Source: an optimization exercise on an open RTL-to-GDS flow (aim: small area, a short achievable clock period and few clock cycles per item). Production flows keep margins and buffers that such runs may drop. No run shown here included a check of the RTL's function; only the layout flow was run.

==> flow/design.v (outline; a module is shown in full before it is edited, if it fits) <==
// module booth_mul: 1254 lines
// module mul_fa: 6 lines
// module mul_xor: 5 lines
// module mul_ha: 6 lines
// module invsqrt: 88 lines
module invsqrt (clk, rst, start, float_in, float_out, ready);
  // ...
==> flow/flow/run.sh <==
#!/bin/bash
# The standard layout, with the port buffers made of plain buffers
# (sky130_fd_sc_hd__buf_2) instead of the default delay-cell buffers.
set -euo pipefail
export BUFFER_PORTS_ARGS="-buffer_cell sky130_fd_sc_hd__buf_2"
bash standard.sh > standard_flow.log 2>&1
==> flow/standard.sh <==
#!/bin/bash
# synth_recipe.tcl (not shown) runs the flow's synth.tcl, then flattens the netlist and writes it again
# the make line also repeats each setting of config.mk as NAME=value (left out here)
make -C /OpenROAD-flow-scripts/flow DESIGN_CONFIG=/design/flow/config.mk WORK_HOME=/design/flow/orfs CLKGATE_MAP_FILE= SYNTH_SCRIPT=/design/flow/synth_recipe.tcl "${@:-finish}"
==> flow/config.mk <==
export PLATFORM = sky130hd
export DESIGN_NAME = invsqrt
export DESIGN_NICKNAME = invsqrt
export VERILOG_FILES = /design/flow/design.v
export SDC_FILE = /design/flow/constraint.sdc
export NUM_CORES = 4
export LEC_CHECK = 0
export ABC_AREA = 1
export CAP_MARGIN = 20
export CORE_MARGIN = 2
export CORE_UTILIZATION = 62
export SETUP_SLACK_MARGIN = 2
export SLEW_MARGIN = 20
export SYNTH_HIERARCHICAL = 1
export SYNTH_MINIMUM_KEEP_SIZE = 0
export TNS_END_PERCENT = 0
==> flow/constraint.sdc <==
create_clock -name core_clock -period 11.0 [get_ports {clk}]
set_input_delay 2.2000 -clock core_clock [delete_from_list [all_inputs] [get_ports {clk}]]
set_output_delay 2.2000 -clock core_clock [all_outputs]
set_load 0.01 [all_outputs]
==> results.ini, run 1 <==
[global_route]
antenna_found_initial = 0
gr-total-overflow = 0
grt_usage_pct = 44.8

[drt]
viasPerCell = 6.51
drtPass1Iterations = 8
via_count = 19400
drcViolationCount = 0
post_drt_wl_per_cell_um = 23.8

[placement]
place_inst = 2863
place_area_mm2 = 0.0195

[final_layout]
largest_register = R
buffers = 230
comb.multi_input.count = 2033
nonClkBufAreaFrac_pct = 8.29
inverters_excl_clock = 286

[critical_path]
cp-start-kind = input port
crit_start = float_in[6]
r2r_slack_ns = 2.07

[clock_tree]
insertion_delay_ns = 0.30
htreeDepth = 2
path_clk_slew_ns = 0.06
cts.sinks = 33

[job]
drv_cap = 1

[timing]
setup_viol = 0
slew_viol_final = 4

[logic_synthesis]
synthesis.area_mm2 = 0.0186

[status]
check.faults = capacitance limit, slew limit
run_status = finished with violations

[floorplanning]
ioPinCount = 68
initial_core_util_pct = 62.9

==> module invsqrt, before the edit <==
module invsqrt (clk, rst, start, float_in, float_out, ready);
input wire start;
input wire clk;
input wire rst;
input wire [31:0] float_in;
output wire [31:0] float_out;
output wire ready;
localparam IDLE = 2'd0,
           S1   = 2'd1,
           S2   = 2'd2,
           DONE = 2'd3;
reg  [1:0]   state;
reg  [47:22] R;       
reg  [1:0]   K;       
reg          wrap1;   
reg          wrap3;   
reg          e_ov;    
wire [31:0] y  = 32'h5f3759df - (float_in >> 1);
wire [7:0]  ye = y[30:23];
wire [7:0]  xe = float_in[30:23];
wire [22:0] xm = float_in[22:0];
wire in_s1 = (state == S1);
wire in_s2 = (state == S2);
wire        Rn    = R[47];
wire [22:0] Rhi   = Rn ? R[46:24] : R[45:23];
wire        Rr    = Rn ? R[23] : R[22];
wire        Rr_sq = R[22];
function [24:0] sub_1d5;
    input [1:0]  te;
    input [22:0] hi;
    input        r;
    reg   [1:0]  s;
    reg          ov;
    reg   [25:0] negu, w;
    reg   [3:0]  ds;
    reg   [26:0] m_sub, mo;
    begin
        s = (te == 2'b10) ? 2'd1 : (te == 2'b01) ? 2'd2 : 2'd0;
        negu = (r & (&hi)) ? 26'h3800000 : ({3'b110, ~hi} + {25'd0, ~r});
        ds = (s == 2'd1) ? 4'h6 : (s == 2'd2) ? 4'hC : 4'h3;
        w = {negu[25:22] + ds, negu[21:0]};
        m_sub = (s == 2'd1) ? {w[24:0], 2'b00} : (s == 2'd2) ? {w, 1'b0} : {w[23:0], 3'b000};
        ov = (s == 2'd0) ? (hi[22] & ((|hi[21:0]) | r) & ~(r & (&hi))) :
             (s == 2'd1) ? ((~(|hi) & ~r) | (r & (&hi))) : 1'b1;
        mo = ov ? m_sub : (m_sub << 1);
        sub_1d5 = {ov, mo[25:2]};
    end
endfunction
wire [24:0] sub = sub_1d5(K + {1'b0, Rn & ~wrap1}, Rhi, Rr);
wire [22:0] a3   = sub[23:1];
wire        r3   = sub[0];
wire        ov2  = sub[24];
wire [23:0] opa = in_s1 ? {1'b1, xm} : {1'b1, y[22:0]};
wire [23:0] opb = in_s1 ? {1'b1, Rhi} : in_s2 ? {1'b1, a3} : {1'b1, y[22:0]};
wire        cin = in_s1 ? Rr_sq : in_s2 ? r3 : 1'b0;
wire [47:0] P;
booth_mul mul (.a(opa), .b(opb), .cin(cin), .p(P));
wire        n3  = Rn & ~wrap3;
wire [22:0] m3  = Rhi + {22'd0, Rr};
wire [7:0]  oe  = ye + {7'd0, e_ov} - 8'd1 + {7'd0, n3};
wire error = (float_in == 32'b0) || (float_in[30:23] == 8'hFF) || float_in[31];
assign float_out = error ? 32'h7FFFFFFF : {1'b0, oe, m3};
assign ready = (state == DONE);
always @(posedge clk) begin
    if (rst)
        state <= IDLE;
    else if (start)
        state <= S1;
    else if (in_s1)
        state <= S2;
    else if (in_s2)
        state <= DONE;
end
always @(posedge clk) begin
    if (start || in_s1 || in_s2)
        R <= P[47:22];
    if (start)
        K <= {ye[0], 1'b0} + xe[1:0] + 2'd1;
    if (in_s1) begin
        K <= K + {1'b0, Rn};
        wrap1 <= Rr_sq & (&Rhi);
    end
    if (in_s2) begin
        e_ov <= ov2;
        wrap3 <= r3 & (&a3);
    end
end
endmodule
==> run 2: changes to the inputs <==
--- a/flow/design.v
+++ b/flow/design.v
@@ -1,9 +1,143 @@
 `timescale 1ns / 1ps
+module y_guess (xs, ym, borrow);
+input  wire [22:0] xs;    
+output wire [22:0] ym;
+output wire        borrow;
+wire g1_1 = ~xs[0] | (xs[0] & 1'b1);
+wire p1_1 = xs[0] & 1'b0;
+wire g1_3 = ~xs[2] | (xs[2] & ~xs[1]);
+wire p1_3 = xs[2] & xs[1];
+wire g1_5 = ~xs[4] | (xs[4] & ~xs[3]);
+wire p1_5 = xs[4] & xs[3];
+wire g1_7 = ~xs[6] | (xs[6] & 1'b0);
+wire p1_7 = xs[6] & ~xs[5];
+wire g1_9 = ~xs[8] | (xs[8] & ~xs[7]);
+wire p1_9 = xs[8] & xs[7];
+wire g1_11 = 1'b0 | (~xs[10] & 1'b0);
+wire p1_11 = ~xs[10] & ~xs[9];
+wire g1_13 = ~xs[12] | (xs[12] & ~xs[11]);
+wire p1_13 = xs[12] & xs[11];
+wire g1_15 = ~xs[14] | (xs[14] & 1'b0);
+wire p1_15 = xs[14] & ~xs[13];
+wire g1_17 = ~xs[16] | (xs[16] & 1'b0);
+wire p1_17 = xs[16] & ~xs[15];
+wire g1_19 = ~xs[18] | (xs[18] & ~xs[17]);
+wire p1_19 = xs[18] & xs[17];
+wire g1_21 = ~xs[20] | (xs[20] & 1'b0);
+wire p1_21 = xs[20] & ~xs[19];
+wire g1_23 = 1'b0 | (~xs[22] & ~xs[21]);
+wire p1_23 = ~xs[22] & xs[21];
+wire g2_2 = ~xs[1] | (xs[1] & g1_1);
+wire p2_2 = xs[1] & p1_1;
+wire g2_3 = g1_3 | (p1_3 & g1_1);
+wire p2_3 = p1_3 & p1_1;
+wire g2_6 = 1'b0 | (~xs[5] & g1_5);
+wire p2_6 = ~xs[5] & p1_5;
+wire g2_7 = g1_7 | (p1_7 & g1_5);
+wire p2_7 = p1_7 & p1_5;
+wire g2_10 = 1'b0 | (~xs[9] & g1_9);
+wire p2_10 = ~xs[9] & p1_9;
+wire g2_11 = g1_11 | (p1_11 & g1_9);
+wire p2_11 = p1_11 & p1_9;
+wire g2_14 = 1'b0 | (~xs[13] & g1_13);
+wire p2_14 = ~xs[13] & p1_13;
+wire g2_15 = g1_15 | (p1_15 & g1_13);
+wire p2_15 = p1_15 & p1_13;
+wire g2_18 = ~xs[17] | (xs[17] & g1_17);
+wire p2_18 = xs[17] & p1_17;
+wire g2_19 = g1_19 | (p1_19 & g1_17);
+wire p2_19 = p1_19 & p1_17;
+wire g2_22 = ~xs[21] | (xs[21] & g1_21);
+wire p2_22 = xs[21] & p1_21;
+wire g2_23 = g1_23 | (p1_23 & g1_21);
+wire p2_23 = p1_23 & p1_21;
+wire g3_4 = ~xs[3] | (xs[3] & g2_3);
+wire p3_4 = xs[3] & p2_3;
+wire g3_5 = g1_5 | (p1_5 & g2_3);
+wire p3_5 = p1_5 & p2_3;
+wire g3_6 = g2_6 | (p2_6 & g2_3);
+wire p3_6 = p2_6 & p2_3;
+wire g3_7 = g2_7 | (p2_7 & g2_3);
+wire p3_7 = p2_7 & p2_3;
+wire g3_12 = ~xs[11] | (xs[11] & g2_11);
+wire p3_12 = xs[11] & p2_11;
+wire g3_13 = g1_13 | (p1_13 & g2_11);
+wire p3_13 = p1_13 & p2_11;
+wire g3_14 = g2_14 | (p2_14 & g2_11);
+wire p3_14 = p2_14 & p2_11;
+wire g3_15 = g2_15 | (p2_15 & g2_11);
+wire p3_15 = p2_15 & p2_11;
+wire g3_20 = 1'b0 | (~xs[19] & g2_19);
+wire p3_20 = ~xs[19] & p2_19;
+wire g3_21 = g1_21 | (p1_21 & g2_19);
+wire p3_21 = p1_21 & p2_19;
+wire g3_22 = g2_22 | (p2_22 & g2_19);
+wire p3_22 = p2_22 & p2_19;
+wire g3_23 = g2_23 | (p2_23 & g2_19);
+wire p3_23 = p2_23 & p2_19;
+wire g4_8 = ~xs[7] | (xs[7] & g3_7);
+wire p4_8 = xs[7] & p3_7;
+wire g4_9 = g1_9 | (p1_9 & g3_7);
+wire p4_9 = p1_9 & p3_7;
+wire g4_10 = g2_10 | (p2_10 & g3_7);
+wire p4_10 = p2_10 & p3_7;
+wire g4_11 = g2_11 | (p2_11 & g3_7);
+wire p4_11 = p2_11 & p3_7;
+wire g4_12 = g3_12 | (p3_12 & g3_7);
+wire p4_12 = p3_12 & p3_7;
+wire g4_13 = g3_13 | (p3_13 & g3_7);
+wire p4_13 = p3_13 & p3_7;
+wire g4_14 = g3_14 | (p3_14 & g3_7);
+wire p4_14 = p3_14 & p3_7;
+wire g4_15 = g3_15 | (p3_15 & g3_7);
+wire p4_15 = p3_15 & p3_7;
+wire g5_16 = 1'b0 | (~xs[15] & g4_15);
+wire p5_16 = ~xs[15] & p4_15;
+wire g5_17 = g1_17 | (p1_17 & g4_15);
+wire p5_17 = p1_17 & p4_15;
+wire g5_18 = g2_18 | (p2_18 & g4_15);
+wire p5_18 = p2_18 & p4_15;
+wire g5_19 = g2_19 | (p2_19 & g4_15);
+wire p5_19 = p2_19 & p4_15;
+wire g5_20 = g3_20 | (p3_20 & g4_15);
+wire p5_20 = p3_20 & p4_15;
+wire g5_21 = g3_21 | (p3_21 & g4_15);
+wire p5_21 = p3_21 & p4_15;
+wire g5_22 = g3_22 | (p3_22 & g4_15);
+wire p5_22 = p3_22 & p4_15;
+wire g5_23 = g3_23 | (p3_23 & g4_15);
+wire p5_23 = p3_23 & p4_15;
+assign ym[0] = xs[0] ^ 1'b1;
+assign ym[1] = xs[1] ^ g1_1;
+assign ym[2] = xs[2] ^ g2_2;
+assign ym[3] = xs[3] ^ g2_3;
+assign ym[4] = xs[4] ^ g3_4;
+assign ym[5] = ~xs[5] ^ g3_5;
+assign ym[6] = xs[6] ^ g3_6;
+assign ym[7] = xs[7] ^ g3_7;
+assign ym[8] = xs[8] ^ g4_8;
+assign ym[9] = ~xs[9] ^ g4_9;
+assign ym[10] = ~xs[10] ^ g4_10;
+assign ym[11] = xs[11] ^ g4_11;
+assign ym[12] = xs[12] ^ g4_12;
+assign ym[13] = ~xs[13] ^ g4_13;
+assign ym[14] = xs[14] ^ g4_14;
+assign ym[15] = ~xs[15] ^ g4_15;
+assign ym[16] = xs[16] ^ g5_16;
+assign ym[17] = xs[17] ^ g5_17;
+assign ym[18] = xs[18] ^ g5_18;
+assign ym[19] = ~xs[19] ^ g5_19;
+assign ym[20] = xs[20] ^ g5_20;
+assign ym[21] = xs[21] ^ g5_21;
+assign ym[22] = ~xs[22] ^ g5_22;
+assign borrow = ~g5_23;
+endmodule
+`timescale 1ns / 1ps
 module booth_mul (a, b, cin, p);
 input  wire [23:0] a;
 input  wire [23:0] b;
 input  wire        cin;
 output wire [47:0] p;
 wire one0 = b[0] ^ cin;
 wire two0 = (b[1] & ~b[0] & ~cin) | (~b[1] & b[0] & cin);
 wire neg0 = b[1];
@@ -1199,76 +1333,24 @@
 wire G6_44 = G4_44 | (P4_44 & G5_31);
 wire P6_44 = P4_44 & P5_31;
 wire G6_45 = G4_45 | (P4_45 & G5_31);
 wire P6_45 = P4_45 & P5_31;
 wire G6_46 = G4_46 | (P4_46 & G5_31);
 wire P6_46 = P4_46 & P5_31;
 wire G6_47 = G4_47 | (P4_47 & G5_31);
 wire P6_47 = P4_47 & P5_31;
-mul_xor ux0 (.a(p0[0]), .b(1'b0), .y(p[0]));
-mul_xor ux1 (.a(p0[1]), .b(g0[0]), .y(p[1]));
-mul_xor ux2 (.a(p0[2]), .b(G1_1), .y(p[2]));
-mul_xor ux3 (.a(p0[3]), .b(G2_2), .y(p[3]));
-mul_xor ux4 (.a(p0[4]), .b(G2_3), .y(p[4]));
-mul_xor ux5 (.a(p0[5]), .b(G3_4), .y(p[5]));
-mul_xor ux6 (.a(p0[6]), .b(G3_5), .y(p[6]));
-mul_xor ux7 (.a(p0[7]), .b(G3_6), .y(p[7]));
-mul_xor ux8 (.a(p0[8]), .b(G3_7), .y(p[8]));
-mul_xor ux9 (.a(p0[9]), .b(G4_8), .y(p[9]));
-mul_xor ux10 (.a(p0[10]), .b(G4_9), .y(p[10]));
-mul_xor ux11 (.a(p0[11]), .b(G4_10), .y(p[11]));
-mul_xor ux12 (.a(p0[12]), .b(G4_11), .y(p[12]));
-mul_xor ux13 (.a(p0[13]), .b(G4_12), .y(p[13]));
-mul_xor ux14 (.a(p0[14]), .b(G4_13), .y(p[14]));
-mul_xor ux15 (.a(p0[15]), .b(G4_14), .y(p[15]));
-mul_xor ux16 (.a(p0[16]), .b(G4_15), .y(p[16]));
-mul_xor ux17 (.a(p0[17]), .b(G5_16), .y(p[17]));
-mul_xor ux18 (.a(p0[18]), .b(G5_17), .y(p[18]));
-mul_xor ux19 (.a(p0[19]), .b(G5_18), .y(p[19]));
-mul_xor ux20 (.a(p0[20]), .b(G5_19), .y(p[20]));
-mul_xor ux21 (.a(p0[21]), .b(G5_20), .y(p[21]));
-mul_xor ux22 (.a(p0[22]), .b(G5_21), .y(p[22]));
-mul_xor ux23 (.a(p0[23]), .b(G5_22), .y(p[23]));
-mul_xor ux24 (.a(p0[24]), .b(G5_23), .y(p[24]));
-mul_xor ux25 (.a(p0[25]), .b(G5_24), .y(p[25]));
-mul_xor ux26 (.a(p0[26]), .b(G5_25), .y(p[26]));
-mul_xor ux27 (.a(p0[27]), .b(G5_26), .y(p[27]));
-mul_xor ux28 (.a(p0[28]), .b(G5_27), .y(p[28]));
-mul_xor ux29 (.a(p0[29]), .b(G5_28), .y(p[29]));
-mul_xor ux30 (.a(p0[30]), .b(G5_29), .y(p[30]));
-mul_xor ux31 (.a(p0[31]), .b(G5_30), .y(p[31]));
-mul_xor ux32 (.a(p0[32]), .b(G5_31), .y(p[32]));
-mul_xor ux33 (.a(p0[33]), .b(G6_32), .y(p[33]));
-mul_xor ux34 (.a(p0[34]), .b(G6_33), .y(p[34]));
-mul_xor ux35 (.a(p0[35]), .b(G6_34), .y(p[35]));
-mul_xor ux36 (.a(p0[36]), .b(G6_35), .y(p[36]));
-mul_xor ux37 (.a(p0[37]), .b(G6_36), .y(p[37]));
-mul_xor ux38 (.a(p0[38]), .b(G6_37), .y(p[38]));
-mul_xor ux39 (.a(p0[39]), .b(G6_38), .y(p[39]));
-mul_xor ux40 (.a(p0[40]), .b(G6_39), .y(p[40]));
-mul_xor ux41 (.a(p0[41]), .b(G6_40), .y(p[41]));
-mul_xor ux42 (.a(p0[42]), .b(G6_41), .y(p[42]));
-mul_xor ux43 (.a(p0[43]), .b(G6_42), .y(p[43]));
-mul_xor ux44 (.a(p0[44]), .b(G6_43), .y(p[44]));
-mul_xor ux45 (.a(p0[45]), .b(G6_44), .y(p[45]));
-mul_xor ux46 (.a(p0[46]), .b(G6_45), .y(p[46]));
-mul_xor ux47 (.a(p0[47]), .b(G6_46), .y(p[47]));
+assign p = p0 ^ {G6_46, G6_45, G6_44, G6_43, G6_42, G6_41, G6_40, G6_39, G6_38, G6_37, G6_36, G6_35, G6_34, G6_33, G6_32, G5_31, G5_30, G5_29, G5_28, G5_27, G5_26, G5_25, G5_24, G5_23, G5_22, G5_21, G5_20, G5_19, G5_18, G5_17, G5_16, G4_15, G4_14, G4_13, G4_12, G4_11, G4_10, G4_9, G4_8, G3_7, G3_6, G3_5, G3_4, G2_3, G2_2, G1_1, g0[0], 1'b0};
 endmodule
 module mul_fa (a, b, c, s, co);
 input wire a, b, c;
 output wire s, co;
 assign s = a ^ b ^ c;
 assign co = (a & b) | (a & c) | (b & c);
 endmodule
-module mul_xor (a, b, y);
-input wire a, b;
-output wire y;
-assign y = a ^ b;
-endmodule
 module mul_ha (a, b, s, co);
 input wire a, b;
 output wire s, co;
 assign s = a ^ b;
 assign co = a & b;
 endmodule
 `timescale 1ns / 1ps
 module invsqrt (clk, rst, start, float_in, float_out, ready);
@@ -1283,18 +1365,21 @@
            S2   = 2'd2,
            DONE = 2'd3;
 reg  [1:0]   state;
 reg  [47:22] R;       
 reg  [1:0]   K;       
 reg          wrap1;   
 reg          wrap3;   
 reg          e_ov;    
-wire [31:0] y  = 32'h5f3759df - (float_in >> 1);
-wire [7:0]  ye = y[30:23];
+wire [22:0] ym;
+wire        y_borrow;
+y_guess ysub (.xs(float_in[23:1]), .ym(ym), .borrow(y_borrow));
+wire [7:0]  ye = 8'hBE - float_in[31:24] - {7'd0, y_borrow};
+wire [31:0] y  = {1'b0, ye, ym};
 wire [7:0]  xe = float_in[30:23];
 wire [22:0] xm = float_in[22:0];
 wire in_s1 = (state == S1);
 wire in_s2 = (state == S2);
 wire        Rn    = R[47];
 wire [22:0] Rhi   = Rn ? R[46:24] : R[45:23];
 wire        Rr    = Rn ? R[23] : R[22];
 wire        Rr_sq = R[22];
==> flow/config.mk (replaced) <==
export PLATFORM = sky130hd
export DESIGN_NAME = invsqrt
export DESIGN_NICKNAME = invsqrt
export VERILOG_FILES = /design/flow/design.v
export SDC_FILE = /design/flow/constraint.sdc
export NUM_CORES = 4
export LEC_CHECK = 0
export ABC_AREA = 1
export CAP_MARGIN = 20
export CORE_MARGIN = 2
export CORE_UTILIZATION = 62
export SETUP_SLACK_MARGIN = 2.5
export SLEW_MARGIN = 20
export SYNTH_HIERARCHICAL = 1
export SYNTH_MINIMUM_KEEP_SIZE = 0
export TNS_END_PERCENT = 0
==> results.ini, run 2 <==
[clock_tree]
path_clk_slew_ns = 0.07  ; was 0.06 ns
cts_tree = yes  ; unchanged
cts.sinks = 33  ; unchanged
cts.hold.buffers_added = 0  ; unchanged
insertion_delay_ns = 0.32  ; was 0.30 ns
cts-buffers-inserted = 5  ; unchanged
cts_root_buf = clkbuf_16  ; unchanged
htreeDepth = 2  ; unchanged
cts_buffer_depth = 2  ; unchanged

[logic_synthesis]
synthesis.area_mm2 = 0.0196  ; was 0.0186 mm^2
synthCells = 2596  ; was 2,492
syn_area_per_cell_um2 = 7.54  ; was 7.48 um^2
synth_warnings = 7  ; unchanged

[global_route]
grt_pass1_vias = 20100  ; was 18,400
grt_pass1_wl_um = 116000  ; was 107,000 um
grt_usage_pct = 46.3  ; was 44.8%
antenna_found_initial = 1  ; was 0
gr-total-overflow = 0  ; unchanged
grt_start_max_net_pins = 40  ; was 29

[drt]
post_drt_wl_per_cell_um = 24.7  ; was 23.8 um
drcViolationCount = 0  ; unchanged
drtPass1Iterations = 8  ; unchanged
viasPerCell = 6.54  ; was 6.51
drt_wl_total_um = 76200  ; was 71,000 um
drt-initial-drc-count = 2982  ; was 3,034
ant_nets = 0  ; unchanged
via_count = 20200  ; was 19,400

[timing]
slew_headroom_pct = 24.0  ; was -14.1%
setup_viol = 0  ; unchanged
slew_viol_final = 0  ; was 4
whs_ns = 0.538  ; was 0.531 ns
final_hold_viol_count = 0  ; unchanged
skew_ns = 0.0111  ; was 0.00752 ns
rsz0062_at_grt = true  ; unchanged
worstMarginPinSlew_ns = 1.14  ; was 1.69 ns
max_freq_mhz = 115  ; was 109 MHz
post-route-period-util_pct = 79.2  ; was 83.6%
fin_crit_ns = 8.72  ; was 9.20 ns
fin_tns_setup_ns = 0  ; unchanged

[final_layout]
final_cell_mix = nand2_1 (533), xor2_1 (303), o22ai_1 (267), fa_1 (239), inv_1 (220)  ; was nand2_1 (531), xor2_1 (308), o22ai_1 (272), fa_1 (252), inv_1 (243)
nNetsFinal = 3097  ; was 2,990
layout-drive-gt1-share_pct = 20.3  ; was 18.1%
antenna_cells = 0  ; unchanged
post-route-util_pct = 71.4  ; was 71.6%
final_common_cell = nand2_1  ; unchanged
largest_register = R  ; unchanged
largest_register_ffs = 26  ; unchanged
syn_to_final_growth_pct = 14.2  ; was 13.8%
final_area_mm2 = 0.0224  ; was 0.0212 mm^2
top_regs = R (26), K (2), state (2)  ; unchanged

[floorplanning]
die_w_um = 182  ; was 177 um
core-area_mm2 = 0.0313  ; was 0.0296 mm^2
initial_core_util_pct = 62.5  ; was 62.9%
die_h_um = 182  ; was 177 um
dieArea_mm2 = 0.0330  ; was 0.0315 mm^2
ioPinCount = 68  ; unchanged
num_rows = 65  ; was 63

[critical_path]
cp-start-kind = flip-flop  ; was input port
slowest_stage = fa_1  ; was o21ai_0
path_class = flip-flop to flip-flop  ; was input port to flip-flop
cp.arrival_ns = 8.80  ; was 9.25 ns
crit_path_end_kind = flip-flop  ; unchanged
slowest_delay_ns = 0.56  ; was 0.79 ns
crit_path_frequent_cell = buf_4  ; was nand2_1
path_max_fanout = 14  ; was 24
crit_required_ns = 11.09  ; was 11.05 ns

[job]
drv_cap = 0  ; was 1

[placement]
dp.final_hpwl_um = 55500  ; was 51,500 um
gp_congestion = 1.01  ; was 1.04
numPortBuffers = 66  ; unchanged
place_area_mm2 = 0.0203  ; was 0.0195 mm^2

[worst_hold_path]
hp-class = flip-flop to flip-flop  ; unchanged

[status]
run_status = finished clean  ; was finished with violations

==> run 2: area by class of cell <==
class	instances	area, um^2
multi-input combinational	2153	17800
fill	2458	8940
timing repair buffer	221	1830
inverter	257	1060
sequential	33	971
tap	402	503
clock buffer	5	125
timing repair inverter	9	57.6
clock inverter	3	46.3
==> run 2: final timing paths <==
check        slack [ns]  depth (start not counted)       end     start
min                0.54                          2  state[1]  state[1]
max                2.28                         44     R[32]     R[47]
min reg2reg        0.54                          2  state[1]  state[1]
max reg2reg        2.28                         44     R[32]     R[47]
==> run 2: what timing repair did <==
action / 4_1_cts / 5_1_grt
resized for setup: 174 / 41
pin swaps: 69 / 58
setup endpoints to repair: 26 / 26
buffers inserted: 83 / 17
cloned: 14 / 0
==> run 2: per-stage QoR <==
step	instances	worst slack (ns)
3_5_place_dp	2960	0.722
2_1_floorplan	2611	2.48
3_3_place_gp	2960	0.878
4_1_cts	3065	2.45
6_report	3083	2.28
5_1_grt	3083	1.96
==> run 2: critical path: cells and delay by family (launching register included) <==
kind,cells,cell delay (ns)
adder cells (fa/ha/maj),10,3.96
AND/OR/NAND/NOR,16,1.70
flip-flops,1,0.44
AO/OA/AOI/OAI,6,0.77
buffers and inverters,11,1.40
XOR/XNOR,1,0.20
==> run 2: per-layer routing <==
layer	GRT usage (%)	up-vias	share of wire, %
met5	0	-	0
met4	31.8	0	9.2
met3	15.4	488	14
met2	69.6	1653	42
met1	56.5	9399	35
li1	-	8635	-
==> run 3: changes to the inputs <==
--- a/flow/design.v
+++ b/flow/design.v
@@ -1370,6 +1370,7 @@
 reg          wrap1;   
 reg          wrap3;   
 reg          e_ov;    
+reg          n_s2;    
 wire [22:0] ym;
 wire        y_borrow;
 y_guess ysub (.xs(float_in[23:1]), .ym(ym), .borrow(y_borrow));
@@ -1404,7 +1405,9 @@
         sub_1d5 = {ov, mo[25:2]};
     end
 endfunction
-wire [24:0] sub = sub_1d5(K + {1'b0, Rn & ~wrap1}, Rhi, Rr);
+wire [22:0] Rhi2 = n_s2 ? R[46:24] : R[45:23];
+wire        Rr2  = n_s2 ? R[23] : R[22];
+wire [24:0] sub = sub_1d5(K + {1'b0, n_s2 & ~wrap1}, Rhi2, Rr2);
 wire [22:0] a3   = sub[23:1];
 wire        r3   = sub[0];
 wire        ov2  = sub[24];
@@ -1435,6 +1438,7 @@
     if (start)
         K <= {ye[0], 1'b0} + xe[1:0] + 2'd1;
     if (in_s1) begin
+        n_s2 <= P[47];
         K <= K + {1'b0, Rn};
         wrap1 <= Rr_sq & (&Rhi);
     end
==> results.ini, run 3 <==
[clock_tree]
cts.sinks = 34  ; was 33
cts-buffers-inserted = 5  ; unchanged
insertion_delay_ns = 0.31  ; was 0.32 ns
cts_tree = yes  ; unchanged
cts_buffer_depth = 2  ; unchanged
htreeDepth = 2  ; unchanged
cts_root_buf = clkbuf_16  ; unchanged
cts.hold.buffers_added = 0  ; unchanged
path_clk_slew_ns = 0.07  ; about the same

[timing]
max_freq_mhz = 115  ; about the same
skew_ns = 0.0186  ; was 0.0111 ns
final_hold_viol_count = 0  ; unchanged
rsz0062_at_grt = true  ; unchanged
slew_viol_final = 0  ; unchanged
whs_ns = 0.542  ; was 0.538 ns
setup_viol = 0  ; unchanged
fin_tns_setup_ns = 0  ; unchanged
slew_headroom_pct = 20.1  ; was 24.0%
fin_crit_ns = 8.66  ; was 8.72 ns
post-route-period-util_pct = 78.8  ; was 79.2%
worstMarginPinSlew_ns = 1.20  ; was 1.14 ns

[drt]
drtPass1Iterations = 7  ; was 8
viasPerCell = 6.52  ; was 6.54
drt-initial-drc-count = 2539  ; was 2,982
ant_nets = 0  ; unchanged
drt_wl_total_um = 75400  ; was 76,200 um
via_count = 20700  ; was 20,200
post_drt_wl_per_cell_um = 23.7  ; was 24.7 um
drcViolationCount = 0  ; unchanged

[final_layout]
nNetsFinal = 3188  ; was 3,097
fillerInstances = 2600  ; was 2,458
largest_register_ffs = 26  ; unchanged
largest_register = R  ; unchanged
top_regs = R (26), K (2), state (2)  ; unchanged
final_cell_mix = nand2_1 (587), xor2_1 (314), o22ai_1 (272), inv_1 (246), fa_1 (240)  ; was nand2_1 (533), xor2_1 (303), o22ai_1 (267), fa_1 (239), inv_1 (220)
final_common_cell = nand2_1  ; unchanged
syn_to_final_growth_pct = 12.9  ; was 14.2%
layout-drive-gt1-share_pct = 17.5  ; was 20.3%

[global_route]
grt_usage_pct = 45.0  ; was 46.3%
grt_start_max_net_pins = 43  ; was 40
grt_pass1_wl_um = 115000  ; was 116,000 um
grt_pass1_vias = 20200  ; was 20,100
gr-total-overflow = 0  ; unchanged
antenna_found_initial = 6  ; was 1

[floorplanning]
die_w_um = 183  ; was 182 um
core-area_mm2 = 0.0316  ; was 0.0313 mm^2
num_rows = 65  ; unchanged
ioPinCount = 68  ; unchanged
dieArea_mm2 = 0.0334  ; was 0.0330 mm^2
initial_core_util_pct = 62.8  ; was 62.5%
die_h_um = 183  ; was 182 um

[critical_path]
slowest_delay_ns = 0.58  ; was 0.56 ns
cp-start-kind = input port  ; was flip-flop
crit_path_end_kind = flip-flop  ; unchanged
crit_required_ns = 11.03  ; was 11.09 ns
path_class = input port to flip-flop  ; was flip-flop to flip-flop
crit_path_frequent_cell = nand2_1  ; was buf_4
path_max_fanout = 10  ; was 14
slowest_stage = fa_2  ; was fa_1
cp.arrival_ns = 8.69  ; was 8.80 ns

[logic_synthesis]
syn_area_per_cell_um2 = 7.36  ; was 7.54 um^2
synth_warnings = 7  ; unchanged
synthesis.area_mm2 = 0.0198  ; was 0.0196 mm^2
synthCells = 2695  ; was 2,596

[placement]
dp.final_hpwl_um = 55000  ; was 55,500 um
numPortBuffers = 66  ; unchanged
gp_congestion = 1.09  ; was 1.01

[job]
drv_cap = 0  ; unchanged

[worst_hold_path]
hp-class = flip-flop to flip-flop  ; unchanged

[status]
run_status = finished clean  ; unchanged

==> run 3: stage by stage <==
| step | area, um^2 | setup slack, ns | utilization (%) | cells |
|---|---|---|---|---|
| finish | 22400 | 2.34 | 70.9 | 3179 |
| global route | 22400 | 2.12 | 70.9 | 3179 |
| CTS | 22100 | 2.50 | 70.0 | 3163 |
| detailed placement | 20400 | 1.13 | 64.7 | 3050 |
| global placement | 20400 | 1.24 | 64.7 | 3050 |
| floorplan | 20000 | 2.50 | - | 2710 |
==> run 3: final cells by class <==
class	count	area, um^2	share of cell area [%]
Timing Repair Buffer	218	1720	7.67
Clock buffer	5	125	0.559
Sequential cell	34	1000	4.47
Clock inverter	3	68.8	0.307
Multi-Input combinational cell	2218	17700	79.2
Inverter	285	1170	5.23
Timing Repair inverter	9	63.8	0.285
Antenna cell	5	12.5	0.0559
Tap cell	402	503	2.25
==> run 3: routing by layer <==
| metal | vias up | wire, um | track usage [%] | part of all wire (%) |
|---|---|---|---|---|
| met4 | 2 | 4820 | 22.0 | 6.4 |
| li1 | 8939 | - | - | - |
| met3 | 433 | 10700 | 14.6 | 14 |
| met1 | 9754 | 28300 | 59.3 | 37 |
| met2 | 1594 | 31600 | 67.0 | 42 |
| met5 | - | 13 | 0 | 0.017 |
==> run 3: repair_timing <==
item                                    4_1_cts  5_1_grt
gates resized for setup                     156       51
setup buffers                                92       11
endpoints found under the setup margin       27       27
pin swaps                                    48       24
cloned                                       13        0
==> run 3: final timing paths <==
path | from | endpoint | slack [ns] | cells past startpoint
hold / removal | state[1] | state[1] | 0.54 | 2
hold reg to reg | state[1] | state[1] | 0.54 | 2
setup / recovery | float_in[6] | n_s2 | 2.34 | 35
setup reg to reg | n_s2 | n_s2 | 2.47 | 39
==> run 3: worst max-delay path: cells and delay by family <==
| kind | cells | cell delay [ns] |
|---|---|---|
| AND/OR/NAND/NOR | 13 | 1.15 |
| adder cells (fa/ha/maj) | 8 | 3.24 |
| buffers and inverters | 7 | 0.89 |
| AO/OA/AOI/OAI | 5 | 0.71 |
| XOR/XNOR | 2 | 0.45 |
==> run 4: changes to the inputs <==
--- a/flow/config.mk
+++ b/flow/config.mk
@@ -9,7 +9,7 @@
 export CAP_MARGIN = 20
 export CORE_MARGIN = 2
 export CORE_UTILIZATION = 62
-export SETUP_SLACK_MARGIN = 2.5
+export SETUP_SLACK_MARGIN = 3
 export SLEW_MARGIN = 20
 export SYNTH_HIERARCHICAL = 1
 export SYNTH_MINIMUM_KEEP_SIZE = 0
==> results.ini, run 4 <==
[status]
run_status = finished clean  ; unchanged

[timing]
whs_ns = 0.513  ; was 0.542 ns
rsz0062_at_grt = true  ; unchanged
final_hold_viol_count = 0  ; unchanged
worstMarginPinSlew_ns = 1.34  ; was 1.20 ns
fin_crit_ns = 8.75  ; was 8.66 ns
post-route-period-util_pct = 79.6  ; was 78.8%
setup_viol = 0  ; unchanged
max_freq_mhz = 114  ; was 115 MHz
slew_headroom_pct = 9.77  ; was 20.1%
fin_tns_setup_ns = 0  ; unchanged
slew_viol_final = 0  ; unchanged
skew_ns = 0.0108  ; was 0.0186 ns

[floorplanning]
dieArea_mm2 = 0.0334  ; unchanged
die_w_um = 183  ; unchanged
die_h_um = 183  ; unchanged
core-area_mm2 = 0.0316  ; unchanged
ioPinCount = 68  ; unchanged
initial_core_util_pct = 62.8  ; unchanged
num_rows = 65  ; unchanged

[critical_path]
path_class = input port to flip-flop  ; unchanged
worst-path-buf-inv = 5  ; was 7
cp.arrival_ns = 8.82  ; was 8.69 ns
crit_required_ns = 11.07  ; was 11.03 ns
crit_path_end_kind = flip-flop  ; unchanged
crit_family = adder cells  ; unchanged
slowest_delay_ns = 0.61  ; was 0.58 ns
path_max_fanout = 12  ; was 10
cp-start-kind = input port  ; unchanged
slowest_stage = fa_1  ; was fa_2

[global_route]
grt_start_max_net_pins = 55  ; was 43
grt_usage_pct = 47.3  ; was 45.0%
gr-total-overflow = 0  ; unchanged
antenna_found_initial = 0  ; was 6
grt_pass1_vias = 20700  ; was 20,200
grt_pass1_wl_um = 119000  ; was 115,000 um

[final_layout]
top_regs = R (26), K (2), state (2)  ; unchanged
final_cell_mix = nand2_1 (554), xor2_1 (310), o22ai_1 (265), inv_1 (233), fa_1 (225)  ; was nand2_1 (587), xor2_1 (314), o22ai_1 (272), inv_1 (246), fa_1 (240)
syn_to_final_growth_pct = 18.5  ; was 12.9%
instances_no_fill = 3226  ; was 3,179
register_area_mm2 = 0.00100  ; unchanged
layout-drive-gt1-share_pct = 22.3  ; was 17.5%
largest_register = R  ; unchanged
fillerInstances = 2405  ; was 2,600
multi_input_area_mm2 = 0.0182  ; was 0.0177 mm^2
antenna_cells = 0  ; was 5
post-route-util_pct = 74.4  ; was 70.9%
nNetsFinal = 3240  ; was 3,188
largest_register_ffs = 26  ; unchanged
final_common_cell = nand2_1  ; unchanged

[job]
drv_cap = 0  ; unchanged

[placement]
place_inst = 3054  ; was 3,050
dp.final_hpwl_um = 56300  ; was 55,000 um
numPortBuffers = 66  ; unchanged
gp_congestion = 1.01  ; was 1.09

[clock_tree]
cts_buffer_depth = 2  ; unchanged
htreeDepth = 2  ; unchanged
cts_tree = yes  ; unchanged
cts-buffers-inserted = 5  ; unchanged
insertion_delay_ns = 0.31  ; about the same
cts.sinks = 34  ; unchanged
cts_root_buf = clkbuf_16  ; unchanged
cts.hold.buffers_added = 0  ; unchanged
path_clk_slew_ns = 0.07  ; about the same

[drt]
drtPass1Iterations = 9  ; was 7
viasPerCell = 6.66  ; was 6.52
drt-initial-drc-count = 2886  ; was 2,539
drt_wl_total_um = 81400  ; was 75,400 um
via_count = 21500  ; was 20,700
drcViolationCount = 0  ; unchanged
post_drt_wl_per_cell_um = 25.2  ; was 23.7 um
ant_nets = 0  ; unchanged

[logic_synthesis]
synth_warnings = 7  ; unchanged
synthesis.area_mm2 = 0.0198  ; unchanged
syn_area_per_cell_um2 = 7.36  ; unchanged
synthCells = 2695  ; unchanged

[worst_hold_path]
hp-class = flip-flop to flip-flop  ; unchanged

==> run 4: cell types whose count changed in the layout (fill, tap and decap cells not counted), sizes merged <==
cell      previous run  this run
buf                217       267
bufinv               5         6
clkinvlp            16        13
diode                5         0
inv                273       277
==> run 4: worst register-to-register path: cells and delay by family (launching register included) <==
family / cells / cell delay (ns)
AO/OA/AOI/OAI: 7 / 1.13
XOR/XNOR: 2 / 0.40
buffers and inverters: 8 / 1.29
AND/OR/NAND/NOR: 16 / 1.50
flip-flops: 1 / 0.50
adder cells (fa/ha/maj): 9 / 3.58
==> run 4: worst paths after layout <==
path,cells after the start,from,endpoint,slack [ns]
min,2,state[1],state[1],0.51
min reg2reg,2,state[1],state[1],0.51
max reg2reg,42,n_s2,R[38],2.36
max,30,float_in[7],R[32],2.25
==> run 4: cell type report <==
| class | instances | area share, % |
|---|---|---|
| multi-input combinational | 2218 | 77.5 |
| clock inverter | 3 | 0.293 |
| timing repair buffer | 268 | 9.80 |
| inverter | 285 | 5.13 |
| clock buffer | 5 | 0.533 |
| timing repair inverter | 11 | 0.309 |
| sequential | 34 | 4.26 |
| tap | 402 | 2.14 |
==> run 4: what timing repair did <==
item	in CTS	in global routing
cloned	15	0
buffers inserted	107	42
setup endpoints to repair	28	30
resized for setup	232	119
pin swaps	88	101
==> run 4: metal layers <==
layer	GRT usage (%)	routed length, um
met1	59.8	28700
met2	71.0	34000
met3	15.4	11700
met4	28.1	6920
met5	0.593	93
==> run 4: metrics by stage <==
stage / area, um^2 / setup slack (ns)
after global placement: 20500 / 0.993
after detailed placement: 20500 / 0.937
after global routing: 23500 / 2.13
after floorplan: 20100 / 2.63
final: 23500 / 2.25
after CTS: 22700 / 2.52

## separate check: timing with driven ports
Ports are ideal in the flow. The routed layouts listed here were re-timed in OpenROAD.
Step 1 assumes that a clkbuf_16 drives the clock port and a buf_2 every other input.
Step 2 times the ports against the registers' clock, not the clock port: input delays grow and output delays shrink by t, the midpoint of the rising clock arrivals with the driver on.
Three values: ideal, step 1, step 2; two values: the first two.
run	shift t [ns]	slack for setup (ns)	hold WS [ns]	slew at the worst register clock pin (ns)	cell pins on the clock port's net
run 1	0.333	1.801 / 1.802 / 1.469	0.531 / 0.531 / 0.531	0.06 / 0.06	1
run 2	0.363	2.285 / 2.285 / 1.921	0.538 / 0.538 / 0.538	0.07 / 0.07	1
run 3	0.350	2.335 / 2.309 / 1.959	0.542 / 0.542 / 0.542	0.07 / 0.07	1
run 4	0.358	2.246 / 2.283 / 1.924	0.513 / 0.513 / 0.513	0.07 / 0.07	1
The setup slack of run 3, which loses most, moves by -0.026 ns with the drivers and by -0.376 ns with both steps.
